Background: an optimization exercise with open tools, aiming at small area. Do not read the settings as production practice. In this exercise RTL edits were held to simulation tests only and were not proved equivalent to the original. Power is estimated from default activity; no workload was simulated.

==> flow/design.v <==
module mac_lane (
    input  [8:0] a,
    input  [7:0] k,
    input  [7:0] q,
    output [8:0] y
);
    wire t1 = k[0] & q[0];
    wire t2 = k[0] & q[1];
    wire t3 = k[1] & q[0];
    wire t4 = k[0] & q[2];
    wire t5 = k[1] & q[1];
    wire t6 = k[2] & q[0];
    wire t7 = k[0] & q[3];
    wire t8 = k[1] & q[2];
    wire t9 = k[2] & q[1];
    wire t10 = k[3] & q[0];
    wire t11 = k[0] & q[4];
    wire t12 = k[1] & q[3];
    wire t13 = k[2] & q[2];
    wire t14 = k[3] & q[1];
    wire t15 = k[4] & q[0];
    wire t16 = k[0] & q[5];
    wire t17 = k[1] & q[4];
    wire t18 = k[2] & q[3];
    wire t19 = k[3] & q[2];
    wire t20 = k[4] & q[1];
    wire t21 = k[5] & q[0];
    wire t22 = k[0] & q[6];
    wire t23 = k[1] & q[5];
    wire t24 = k[2] & q[4];
    wire t25 = k[3] & q[3];
    wire t26 = k[4] & q[2];
    wire t27 = k[5] & q[1];
    wire t28 = k[6] & q[0];
    wire t29 = k[0] & q[7];
    wire t30 = k[1] & q[6];
    wire t31 = k[2] & q[5];
    wire t32 = k[3] & q[4];
    wire t33 = k[4] & q[3];
    wire t34 = k[5] & q[2];
    wire t35 = k[6] & q[1];
    wire t36 = k[0] & q[7];
    wire t37 = k[1] & q[7];
    wire t38 = k[2] & q[6];
    wire t39 = k[3] & q[5];
    wire t40 = k[4] & q[4];
    wire t41 = k[5] & q[3];
    wire t42 = k[6] & q[2];
    wire t43 = k[7] & q[0];
    wire t44 = k[7] & (q[1] ^ q[0]);
    wire t45 = a[1] ^ t2;
    wire t46 = a[1] & t2;
    wire t47 = a[2] ^ t4 ^ t5;
    wire t48 = (a[2] & t4) | (a[2] & t5) | (t4 & t5);
    wire t49 = t6 ^ t46;
    wire t50 = t6 & t46;
    wire t51 = a[3] ^ t7 ^ t8;
    wire t52 = (a[3] & t7) | (a[3] & t8) | (t7 & t8);
    wire t53 = t9 ^ t10 ^ t48;
    wire t54 = (t9 & t10) | (t9 & t48) | (t10 & t48);
    wire t55 = t50 ^ t51;
    wire t56 = t50 & t51;
    wire t57 = a[4] ^ t11 ^ t12;
    wire t58 = (a[4] & t11) | (a[4] & t12) | (t11 & t12);
    wire t59 = t13 ^ t14 ^ t15;
    wire t60 = (t13 & t14) | (t13 & t15) | (t14 & t15);
    wire t61 = t52 ^ t57 ^ t59;
    wire t62 = (t52 & t57) | (t52 & t59) | (t57 & t59);
    wire t63 = t56 ^ t54;
    wire t64 = t56 & t54;
    wire t65 = a[5] ^ t16 ^ t17;
    wire t66 = (a[5] & t16) | (a[5] & t17) | (t16 & t17);
    wire t67 = t18 ^ t19 ^ t20;
    wire t68 = (t18 & t19) | (t18 & t20) | (t19 & t20);
    wire t69 = t21 ^ t58 ^ t60;
    wire t70 = (t21 & t58) | (t21 & t60) | (t58 & t60);
    wire t71 = t65 ^ t67 ^ t62;
    wire t72 = (t65 & t67) | (t65 & t62) | (t67 & t62);
    wire t73 = t69 ^ t64;
    wire t74 = t69 & t64;
    wire t75 = a[6] ^ t22 ^ t23;
    wire t76 = (a[6] & t22) | (a[6] & t23) | (t22 & t23);
    wire t77 = t24 ^ t25 ^ t26;
    wire t78 = (t24 & t25) | (t24 & t26) | (t25 & t26);
    wire t79 = t27 ^ t28 ^ t66;
    wire t80 = (t27 & t28) | (t27 & t66) | (t28 & t66);
    wire t81 = t68 ^ t75 ^ t77;
    wire t82 = (t68 & t75) | (t68 & t77) | (t75 & t77);
    wire t83 = t79 ^ t70 ^ t81;
    wire t84 = (t79 & t70) | (t79 & t81) | (t70 & t81);
    wire t85 = t74 ^ t72;
    wire t86 = t74 & t72;
    wire t87 = a[7] ^ t29 ^ t30;
    wire t88 = (a[7] & t29) | (a[7] & t30) | (t29 & t30);
    wire t89 = t31 ^ t32 ^ t33;
    wire t90 = (t31 & t32) | (t31 & t33) | (t32 & t33);
    wire t91 = t34 ^ t35 ^ t43;
    wire t92 = (t34 & t35) | (t34 & t43) | (t35 & t43);
    wire t93 = t76 ^ t78 ^ t87;
    wire t94 = (t76 & t78) | (t76 & t87) | (t78 & t87);
    wire t95 = t89 ^ t91 ^ t80;
    wire t96 = (t89 & t91) | (t89 & t80) | (t91 & t80);
    wire t97 = t82 ^ t93 ^ t95;
    wire t98 = (t82 & t93) | (t82 & t95) | (t93 & t95);
    wire t99 = t84 ^ t86;
    wire t100 = t84 & t86;
    wire t101 = a[8] ^ t36 ^ t37;
    wire t102 = t38 ^ t39 ^ t40;
    wire t103 = t41 ^ t42 ^ t44;
    wire t104 = t88 ^ t90 ^ t92;
    wire t105 = t101 ^ t102 ^ t103;
    wire t106 = t94 ^ t104 ^ t105;
    wire t107 = t96 ^ t106 ^ t98;
    wire t108 = a[0] & t1;
    wire t109 = a[0] ^ t1;
    wire t110 = t3 & t45;
    wire t111 = t3 ^ t45;
    wire t112 = t47 & t49;
    wire t113 = t47 ^ t49;
    wire t114 = t55 & t53;
    wire t115 = t55 ^ t53;
    wire t116 = t61 & t63;
    wire t117 = t61 ^ t63;
    wire t118 = t71 & t73;
    wire t119 = t71 ^ t73;
    wire t120 = t83 & t85;
    wire t121 = t83 ^ t85;
    wire t122 = t97 & t99;
    wire t123 = t97 ^ t99;
    wire t124 = t100 & t107;
    wire t125 = t100 ^ t107;
    wire t126 = t108 | (t109 & 1'b0);
    wire t127 = t110 | (t111 & t126);
    wire t128 = t112 | (t113 & t127);
    wire t129 = t114 | (t115 & t128);
    wire t130 = t116 | (t117 & t129);
    wire t131 = t118 | (t119 & t130);
    wire t132 = t120 | (t121 & t131);
    wire t133 = t122 | (t123 & t132);
    wire t134 = t109 ^ 1'b0;
    wire t135 = t111 ^ t126;
    wire t136 = t113 ^ t127;
    wire t137 = t115 ^ t128;
    wire t138 = t117 ^ t129;
    wire t139 = t119 ^ t130;
    wire t140 = t121 ^ t131;
    wire t141 = t123 ^ t132;
    wire t142 = t125 ^ t133;
    assign y = {t142, t141, t140, t139, t138, t137, t136, t135, t134};
endmodule
module Attention_top #(
    parameter INPUT_WIDTH = 8,
    parameter NUM_CODE_WIDTH = 5,
    parameter MATRIX_SIZE = 3,
    parameter ADDR_WIDTH = $clog2(MATRIX_SIZE**2<<2),
    parameter OUTPUT_WIDTH = $clog2(MATRIX_SIZE*(2**INPUT_WIDTH))-1
)(
    input clk,
    input reset_n,
    input start,
    input softmax_req,DATA_write_EN,
    input  [INPUT_WIDTH*MATRIX_SIZE-1:0] Q_INPUT,
    input [INPUT_WIDTH*MATRIX_SIZE-1:0] MATRIX_INPUT,
    output [MATRIX_SIZE*OUTPUT_WIDTH-1:0] Output_RESULT,
    input output_req
);
    reg [2:0] jsel;          
    reg [2:0] ph;            
    reg       oreq_d;
    reg [2:0] osel;          
    wire clr = jsel[0];
    always @(posedge clk or negedge reset_n) begin
        if (!reset_n) begin
            jsel <= 3'b000;
            oreq_d <= 1'b0;
        end else begin
            if (start) jsel <= 3'b001;
            else if (ph[1]) jsel <= {jsel[1:0], 1'b0};
            oreq_d <= output_req;
        end
    end
    always @(posedge clk) begin
        ph <= start ? 3'b100 : {ph[1:0], ph[2]};
        if (output_req & ~oreq_d) osel <= ph;
    end
    reg [23:0] qw0, qw1, qw2;
    always @(posedge clk) begin
        if (DATA_write_EN) begin
            qw0 <= Q_INPUT;
            qw1 <= qw0;
            qw2 <= qw1;
        end
    end
    reg [7:0] kc0 [0:2];    
    reg [7:0] kc1 [0:2];
    reg [7:0] kc2 [0:2];
    always @(posedge clk) begin
        if (DATA_write_EN | jsel[0]) begin
            kc0[0] <= kc0[1]; kc0[1] <= kc0[2]; kc0[2] <= MATRIX_INPUT[23:16];
        end
        if (DATA_write_EN | jsel[1]) begin
            kc1[0] <= kc1[1]; kc1[1] <= kc1[2]; kc1[2] <= MATRIX_INPUT[15:8];
        end
        if (DATA_write_EN | jsel[2]) begin
            kc2[0] <= kc2[1]; kc2[1] <= kc2[2]; kc2[2] <= MATRIX_INPUT[7:0];
        end
    end
    wire [7:0] kop = ({8{jsel[0]}} & kc0[0]) | ({8{jsel[1]}} & kc1[0]) | ({8{jsel[2]}} & kc2[0]);
    function [7:0] qsel;
        input [23:0] w;
        input [2:0] s;
        qsel = ({8{s[0]}} & w[23:16]) | ({8{s[1]}} & w[15:8]) | ({8{s[2]}} & w[7:0]);
    endfunction
    wire [7:0] q0op = qsel(qw2, jsel);
    wire [7:0] q1op = qsel(qw1, jsel);
    wire [7:0] q2op = qsel(qw0, jsel);
    reg [26:0] rs0, rs1, rs2;
    wire [8:0] a0 = rs2[26:18] & {9{~clr}};
    wire [8:0] a1 = rs2[17:9]  & {9{~clr}};
    wire [8:0] a2 = rs2[8:0]   & {9{~clr}};
    wire [8:0] y0, y1, y2;
    mac_lane lane0 (.a(a0), .k(kop), .q(q0op), .y(y0));
    mac_lane lane1 (.a(a1), .k(kop), .q(q1op), .y(y1));
    mac_lane lane2 (.a(a2), .k(kop), .q(q2op), .y(y2));
    always @(posedge clk) begin
        rs0 <= {y0, y1, y2};
        rs1 <= rs0;
        rs2 <= rs1;
    end
    assign Output_RESULT = ({27{osel[0]}} & rs0) | ({27{osel[1]}} & rs1) | ({27{osel[2]}} & rs2);
endmodule
export LEC_CHECK = 0
export ABC_AREA = 1
export CAP_MARGIN = 0
export CORE_MARGIN = 2
export CORE_UTILIZATION = 60
export GPL_TIMING_DRIVEN = 0
export SLEW_MARGIN = 0
create_clock -name core_clock -period 5.0 [get_ports {clk}]
run.sh (not shown) runs the stock make flow with config.mk's settings and CLKGATE_MAP_FILE= SYNTH_SCRIPT=/design/flow/synth_recipe.tcl, a recipe that flattens the netlist after the stock synthesis.
The baseline finished clean.
Edit:
--- a/flow/config.mk
+++ b/flow/config.mk
@@ -9 +9 @@
-export CAP_MARGIN = 0
+export CAP_MARGIN = 20
@@ -12,2 +12 @@
-export GPL_TIMING_DRIVEN = 0
-export SLEW_MARGIN = 0
+export SLEW_MARGIN = 20
The new run produced a clean layout.
Wire length drops by 1.5%.
Count of clock-buffer cells in the layout climbs by 3.
Non-clock buffer count climbs by 6.
Worst hold slack is about the same.
Total power drops by 0.35%.
Via count does not change.
Setup slack gains 0.073 ns.
Design area barely changes.
Global-route usage drops by 0.25 points.
Sequential share of layout area stays flat.
Edit:
--- a/flow/config.mk
+++ b/flow/config.mk
@@ -9 +9 @@
-export CAP_MARGIN = 20
+export CAP_MARGIN = 0
@@ -11,2 +11,3 @@
-export CORE_UTILIZATION = 60
-export SLEW_MARGIN = 20
+export CORE_UTILIZATION = 70
+export CTS_BUF_LIST = sky130_fd_sc_hd__clkbuf_4
+export SLEW_MARGIN = 0
Outcome: Synthesized area stays the same; cell area is higher slightly; power drops by a few percent; count of clock-buffer cells in the layout goes up by 50.

-- afterwards: timing with drivers on the ports --
The results above use ideal ports. As a check the final layouts listed here were re-extracted and re-timed, cells and wires unchanged. Step 1 (the two cells are an assumption about what drives the block):
set clk [get_ports {clk}]
set_driving_cell -lib_cell sky130_fd_sc_hd__clkbuf_16 $clk
set_driving_cell -lib_cell sky130_fd_sc_hd__buf_2 [delete_from_list [all_inputs] $clk]
Step 2, shift: input delay + t, output delay - t, t = (earliest + latest rising clock arrival at the registers) / 2. This alone moves slack from input paths to output paths. Slacks: ideal ports / drivers / drivers and shift; pairs: ideal ports / drivers.
| run | t, ns | slack for setup (ns) | hold slack, ns | worst data-port slew with drivers (ns) |
|---|---|---|---|---|
| the first run | 0.572 | 0.109 / 0.109 / 0.109 | 0.348 / 0.348 / 0.348 | 0.04 |
| the second run | 0.552 | 0.181 / 0.181 / 0.181 | 0.347 / 0.347 / 0.347 | 0.04 |
| the third run | 0.715 | 0.101 / 0.101 / 0.101 | 0.341 / 0.341 / 0.341 | 0.05 |
After both steps every run listed still meets setup and hold.
